Background: an optimization exercise with open tools, aiming at small area and a short achievable clock period. Do not read the settings as production practice.
Function was checked by simulation only, so behaviour that the tests miss may differ from the original.
Power figures rest on the tool's default switching activity, not on a simulated workload.

==> 01-09: inputs <==
==> flow/design.v <==
module ula_row #(parameter W = 8, parameter STYLE = 0) (
    input  wire [W-1:0] x,
    input  wire [W-1:0] y,
    input  wire         ci,
    output wire [W-1:0] s,
    output wire         co
);
    genvar j, l;
    generate
        if (STYLE == 2) begin : g_op
            assign {co, s} = {1'b0, x} + {1'b0, y} + {{W{1'b0}}, ci};
        end else if (STYLE == 0 || W < 2) begin : g_rip
            wire [W:0] c;
            assign c[0] = ci;
            for (j = 0; j < W; j = j + 1) begin : g_b
                assign s[j] = x[j] ^ y[j] ^ c[j];
                assign c[j+1] = (x[j] & y[j]) | ((x[j] ^ y[j]) & c[j]);
            end
            assign co = c[W];
        end else begin : g_skl
            localparam N = W + 1;
            localparam L = (N <= 2) ? 1 : (N <= 4) ? 2 : (N <= 8) ? 3 : (N <= 16) ? 4 : (N <= 32) ? 5 : 6;
            wire [N-1:0] g [0:L];
            wire [N-1:0] p [0:L];
            wire [W-1:0] h = x ^ y;
            assign g[0] = {x & y, ci};
            assign p[0] = {h, 1'b0};
            for (l = 0; l < L; l = l + 1) begin : g_l
                for (j = 0; j < N; j = j + 1) begin : g_n
                    if ((j >> l) & 1) begin : g_c
                        assign g[l+1][j] = g[l][j] | (p[l][j] & g[l][((j >> l) << l) - 1]);
                        assign p[l+1][j] = p[l][j] & p[l][((j >> l) << l) - 1];
                    end else begin : g_p
                        assign g[l+1][j] = g[l][j];
                        assign p[l+1][j] = p[l][j];
                    end
                end
            end
            assign s = h ^ g[L][W-1:0];
            assign co = g[L][W];
        end
    endgenerate
endmodule
module ula_top (
    input wire clk,
    input wire rst,
    input wire [31:0] operand_a,
    input wire [31:0] operand_b,
    input wire [3:0] opcode,
    output reg [31:0] result,
    output wire [1:0] overflow,
    output reg [1:0] compareResult,
    output wire [1:0] errorFlag
);
    parameter K1 = 11;        
    parameter M3 = 6;        
    parameter FASTW = 2;     
    parameter STYLE_FAST = 1;
    localparam ADD = 4'd3, SUB = 4'd4, MUL = 4'd5, DIV = 4'd6, AND = 4'd7,
               OR = 4'd8, SHL = 4'd9, SHR = 4'd10, CMP = 4'd11, NOT = 4'd12;
    genvar i;
    wire [31:0] A = operand_a;
    wire [31:0] B = operand_b;
    wire [3:0] OP = opcode;
    wire big = |B[31:5];
    wire bz = ~|B;
    wire [31:0] oh = 32'd1 << B[4:0];
    wire is_mul = (OP == MUL) | (OP == SHL);
    wire is_div = (OP == DIV) | (OP == SHR);
    wire is_as  = (OP == ADD) | (OP == SUB);
    wire neg0   = (OP == SUB) | (OP == CMP) | is_div;
    wire zero0  = ((OP == DIV) & bz) | (((OP == SHL) | (OP == SHR)) & big);
    wire [31:0] dv = (OP == SHR) ? oh : B;         
    wire [31:0] mb = (OP == SHL) ? oh : B;         
    wire [31:0] yraw = is_mul ? A : dv;
    wire [31:0] y0 = neg0 ? ~yraw : yraw;
    wire [31:0] hz;
    assign hz[0] = 1'b1;
    generate for (i = 1; i < 32; i = i + 1) begin : g_hz
        assign hz[i] = (OP == SHR) ? (B[4:0] <= 31 - i) : ~|B[31:32-i];
    end endgenerate
    wire [31:0] en0 = is_mul ? mb : is_div ? hz : {31'b0, is_as};
    wire [31:0] x0 = ((OP == ADD) | (OP == SUB) | (OP == CMP) | is_div) ? A :
                     (OP == AND) ? (A & B) :
                     (OP == OR)  ? (A | B) :
                     (OP == NOT) ? ~A : 32'b0;
    wire [31:0] xs [0:32];
    wire [31:0] sel;
    wire [31:0] ys [0:32];
    wire [31:0] ens [0:32];
    wire negs [0:32];
    wire divs [0:32];
    reg [31:0] x1, y1, en1;
    reg [K1-1:0] q1;
    reg neg1, div1, cmp1, dz1, zero1;
    reg [31:0] x2, y2;
    reg [M3-1:0] en2;
    reg [31-M3:0] q2;
    reg neg2, div2;
    assign xs[32] = x0; assign ys[32] = y0; assign ens[32] = en0;
    assign negs[32] = neg0; assign divs[32] = is_div;
    generate for (i = 31; i >= 0; i = i - 1) begin : g_row
        localparam W = 32 - i;
        wire [31:0] xin = (i == 31 - K1) ? x1 : (i == M3 - 1) ? x2 : xs[i+1];
        wire [31:0] yin = (i == 31 - K1) ? y1 : (i == M3 - 1) ? y2 : ys[i+1];
        wire [31:0] ein = (i == 31 - K1) ? en1 : (i == M3 - 1) ? {{(32-M3){1'b0}}, en2} : ens[i+1];
        wire nin = (i == 31 - K1) ? neg1 : (i == M3 - 1) ? neg2 : negs[i+1];
        wire din = (i == 31 - K1) ? div1 : (i == M3 - 1) ? div2 : divs[i+1];
        wire [W-1:0] s;
        wire co;
        ula_row #(.W(W), .STYLE(W >= FASTW ? STYLE_FAST : 0)) row (
            .x(xin[31:i]), .y(yin[W-1:0]), .ci(nin), .s(s), .co(co));
        assign sel[i] = ein[i] & (co | ~din);
        if (i > 0) begin : g_n
            assign xs[i] = {sel[i] ? s : xin[31:i], xin[i-1:0]};
        end else begin : g_z
            assign xs[i] = sel[i] ? s : xin;
        end
        assign ys[i] = yin; assign ens[i] = ein; assign negs[i] = nin; assign divs[i] = din;
    end endgenerate
    always @(posedge clk) begin
        x1 <= xs[32 - K1];
        y1 <= y0;
        en1 <= en0;
        q1 <= sel[31:32-K1];
        neg1 <= neg0;
        div1 <= is_div;
        cmp1 <= (OP == CMP);
        dz1 <= (OP == DIV) & bz;
        zero1 <= zero0;
    end
    wire [31:0] cp = x1 ^ y1;
    wire [32:0] cc;
    assign cc[0] = 1'b1;
    generate for (i = 0; i < 32; i = i + 1) begin : g_cmp
        assign cc[i+1] = cp[i] ? cc[i] : x1[i];
    end endgenerate
    wire eq = &cp;
    wire ge = cc[32];
    wire [31:0] res;
    reg err;
    always @(posedge clk) begin
        x2 <= (rst | zero1) ? 32'b0 : cmp1 ? res : xs[M3];
        en2 <= (rst | cmp1 | zero1) ? {M3{1'b0}} : en1[M3-1:0];
        div2 <= ~(rst | cmp1 | zero1) & div1;
        y2 <= y1;
        q2 <= {q1, sel[31-K1:M3]};
        neg2 <= neg1;
        if (rst) compareResult <= 2'b00;
        else if (cmp1) compareResult <= eq ? 2'b00 : ge ? 2'b01 : 2'b10;
        if (rst) err <= 1'b0;
        else if (dz1) err <= 1'b1;
    end
    assign res = div2 ? {q2, sel[M3-1:0]} : xs[0];
    always @* result = res;
    assign overflow = 2'b00;
    assign errorFlag = {1'b0, err};
endmodule
==> flow/flow/run.sh <==
#!/bin/bash
set -euo pipefail
bash standard.sh SETUP_SLACK_MARGIN=47 cts > standard_make_cts.log 2>&1
bash standard.sh SETUP_SLACK_MARGIN=46 finish > standard_make_finish.log 2>&1
==> flow/standard.sh <==
#!/bin/bash
# synth_recipe.tcl (not shown) runs the flow's synth.tcl, then flattens the netlist and writes it again
# the make line also repeats each setting of config.mk as NAME=value (left out here)
make -C /OpenROAD-flow-scripts/flow DESIGN_CONFIG=/design/flow/config.mk WORK_HOME=/design/flow/orfs CLKGATE_MAP_FILE= SYNTH_SCRIPT=/design/flow/synth_recipe.tcl "${@:-finish}"
==> flow/config.mk <==
export PLATFORM = sky130hd
export DESIGN_NAME = ula_top
export DESIGN_NICKNAME = ula_top
export VERILOG_FILES = /design/flow/design.v
export SDC_FILE = /design/flow/constraint.sdc
export NUM_CORES = 4
export LEC_CHECK = 0
export ABC_AREA = 1
export CAP_MARGIN = 20
export CORE_MARGIN = 2
export CORE_UTILIZATION = 60
export SLEW_MARGIN = 20
==> flow/constraint.sdc <==
create_clock -name core_clock -period 80.0 [get_ports {clk}]
set_input_delay 16.0000 -clock core_clock [delete_from_list [all_inputs] [get_ports {clk}]]
set_output_delay 16.0000 -clock core_clock [all_outputs]
set_load 0.01 [all_outputs]
==> inputs of 06-03, as changes to 01-09 <==
==> flow/design.v, changed modules only <==
module ula_top (
    input wire clk,
    input wire rst,
    input wire [31:0] operand_a,
    input wire [31:0] operand_b,
    input wire [3:0] opcode,
    output reg [31:0] result,
    output wire [1:0] overflow,
    output reg [1:0] compareResult,
    output wire [1:0] errorFlag
);
    parameter K1 = 11;        
    parameter M3 = 6;        
    parameter FASTW = 6;     
    parameter STYLE_FAST = 1;
    localparam ADD = 4'd3, SUB = 4'd4, MUL = 4'd5, DIV = 4'd6, AND = 4'd7,
               OR = 4'd8, SHL = 4'd9, SHR = 4'd10, CMP = 4'd11, NOT = 4'd12;
    genvar i;
    wire [31:0] A = operand_a;
    wire [31:0] B = operand_b;
    wire [3:0] OP = opcode;
    wire big = |B[31:5];
    wire bz = ~|B;
    wire [31:0] oh = 32'd1 << B[4:0];
    wire is_mul = (OP == MUL) | ((OP == SHL) & ~big);
    wire is_div = ((OP == DIV) & ~bz) | ((OP == SHR) & ~big);
    wire is_as  = (OP == ADD) | (OP == SUB);
    wire neg0   = (OP == SUB) | (OP == CMP) | is_div;
    wire [31:0] dv = (OP == SHR) ? oh : B;         
    wire [31:0] mb = (OP == SHL) ? oh : B;         
    wire [31:0] yraw = is_mul ? A : dv;
    wire [31:0] y0 = neg0 ? ~yraw : yraw;
    wire [31:0] hz;
    assign hz[0] = 1'b1;
    generate for (i = 1; i < 32; i = i + 1) begin : g_hz
        assign hz[i] = ~|dv[31:32-i];
    end endgenerate
    wire [31:0] en0 = is_mul ? mb : is_div ? hz : {31'b0, is_as};
    wire [31:0] x0 = ((OP == ADD) | (OP == SUB) | (OP == CMP) | is_div) ? A :
                     (OP == AND) ? (A & B) :
                     (OP == OR)  ? (A | B) :
                     (OP == NOT) ? ~A : 32'b0;
    wire [31:0] xs [0:32];
    wire [31:0] sel;
    wire [31:0] ys [0:32];
    wire [31:0] ens [0:32];
    wire negs [0:32];
    wire divs [0:32];
    reg [31:0] x1, y1, en1;
    reg [K1-1:0] q1;
    reg neg1, div1, cmp1, dz1;
    reg [31:0] x2, y2;
    reg [M3-1:0] en2;
    reg [31-M3:0] q2;
    reg neg2, div2;
    assign xs[32] = x0; assign ys[32] = y0; assign ens[32] = en0;
    assign negs[32] = neg0; assign divs[32] = is_div;
    generate for (i = 31; i >= 0; i = i - 1) begin : g_row
        localparam W = 32 - i;
        wire [31:0] xin = (i == 31 - K1) ? x1 : (i == M3 - 1) ? x2 : xs[i+1];
        wire [31:0] yin = (i == 31 - K1) ? y1 : (i == M3 - 1) ? y2 : ys[i+1];
        wire [31:0] ein = (i == 31 - K1) ? en1 : (i == M3 - 1) ? {{(32-M3){1'b0}}, en2} : ens[i+1];
        wire nin = (i == 31 - K1) ? neg1 : (i == M3 - 1) ? neg2 : negs[i+1];
        wire din = (i == 31 - K1) ? div1 : (i == M3 - 1) ? div2 : divs[i+1];
        wire [W-1:0] s;
        wire co;
        ula_row #(.W(W), .STYLE(W >= FASTW ? STYLE_FAST : 0)) row (
            .x(xin[31:i]), .y(yin[W-1:0]), .ci(nin), .s(s), .co(co));
        assign sel[i] = ein[i] & (co | ~din);
        if (i > 0) begin : g_n
            assign xs[i] = {sel[i] ? s : xin[31:i], xin[i-1:0]};
        end else begin : g_z
            assign xs[i] = sel[i] ? s : xin;
        end
        assign ys[i] = yin; assign ens[i] = ein; assign negs[i] = nin; assign divs[i] = din;
    end endgenerate
    always @(posedge clk) begin
        x1 <= xs[32 - K1];
        y1 <= y0;
        en1 <= en0;
        q1 <= sel[31:32-K1];
        neg1 <= neg0;
        div1 <= is_div;
        cmp1 <= (OP == CMP);
        dz1 <= (OP == DIV) & bz;
    end
    wire [31:0] cp = x1 ^ y1;
    wire [32:0] cc;
    assign cc[0] = 1'b1;
    generate for (i = 0; i < 32; i = i + 1) begin : g_cmp
        assign cc[i+1] = cp[i] ? cc[i] : x1[i];
    end endgenerate
    wire eq = &cp;
    wire ge = cc[32];
    wire [31:0] res;
    reg err;
    always @(posedge clk) begin
        x2 <= rst ? 32'b0 : cmp1 ? res : xs[M3];
        en2 <= (rst | cmp1) ? {M3{1'b0}} : en1[M3-1:0];
        div2 <= ~(rst | cmp1) & div1;
        y2 <= y1;
        q2 <= {q1, sel[31-K1:M3]};
        neg2 <= neg1;
        if (rst) compareResult <= 2'b00;
        else if (cmp1) compareResult <= eq ? 2'b00 : ge ? 2'b01 : 2'b10;
        if (rst) err <= 1'b0;
        else if (dz1) err <= 1'b1;
    end
    assign res = div2 ? {q2, sel[M3-1:0]} : xs[0];
    always @* result = res;
    assign overflow = 2'b00;
    assign errorFlag = {1'b0, err};
endmodule
==> flow/flow/run.sh (replaced) <==
#!/bin/bash
set -euo pipefail
bash standard.sh SETUP_SLACK_MARGIN=44 finish > standard_make.log 2>&1
--- a/flow/config.mk
+++ b/flow/config.mk
@@ -9,4 +9,4 @@
 export CAP_MARGIN = 20
 export CORE_MARGIN = 2
-export CORE_UTILIZATION = 60
+export CORE_UTILIZATION = 50
 export SLEW_MARGIN = 20
==> qor summary <==
metric                                                                      06-03            01-09
Outcome                                          no timing/DRC/antenna violations  no timing/DRC/antenna violations
FF-to-FF End                                                               x2[25]           x2[29]
Fraction of final layout cells sized beyond drive strength 1                11.5%            13.5%
Initial antenna violation count                                                 7                6
Tightest slew margin relative to the limit                                  17.5%            41.2%
Startpoint-to-endpoint class of the critical path                       in -> reg       reg -> out
Distinct cells, synth                                                          70               76
Multi-input combinational cell count                                         4812             4784
Clk power                                                                0.126 mW         0.123 mW
Met2 GRT Util                                                               55.3%            63.5%
Fraction of area in clock buffers and inverters                             2.14%            2.06%
Cell with the largest stage delay on the worst path                          fa_1  clkdlybuf4s50_1
Clock-pin slew of the registers on the worst-case setup and hold paths    0.06 ns          0.07 ns
Routed length per placed instance                                         19.9 um          19.9 um
Switching power as a share of total power                                   51.6%            54.0%
Final weighted congestion in routability-driven placement                   0.984             1.02
Sum of routed wire length over all layers                               139000 um        135000 um
Flip-flop and latch count after synthesis                                     201              202
Synth Area in Adders                                                        23.5%            23.6%
Share of power burned in registers                                          14.3%            10.6%

re-timing with driven ports:
The flow's constraints put no driver on any port. The routed layouts listed below were extracted and timed again, unchanged, in two steps.
Step 1 assumes that a clkbuf_16 drives the clock port and a buf_2 every other input.
Step 2 also shifts input and output timing later by t, the mid clock arrival at the registers, as if the neighbouring blocks saw the same clock.
Three values: ideal, step 1, step 2; two values: the first two.
run | shift t [ns] | setup WS [ns] | slew at the worst register clock pin (ns) | pins driven straight from the clock port
01-09 | 0.621 | 47.002 / 46.942 / 46.519 | 0.07 / 0.07 | 1
06-03 | 0.632 | 45.399 / 45.346 / 44.816 | 0.07 / 0.07 | 1
After both steps every run listed still meets setup and hold. For 06-03, which loses most, drivers alone change the setup slack by -0.053 ns; drivers and shift together by -0.583 ns.
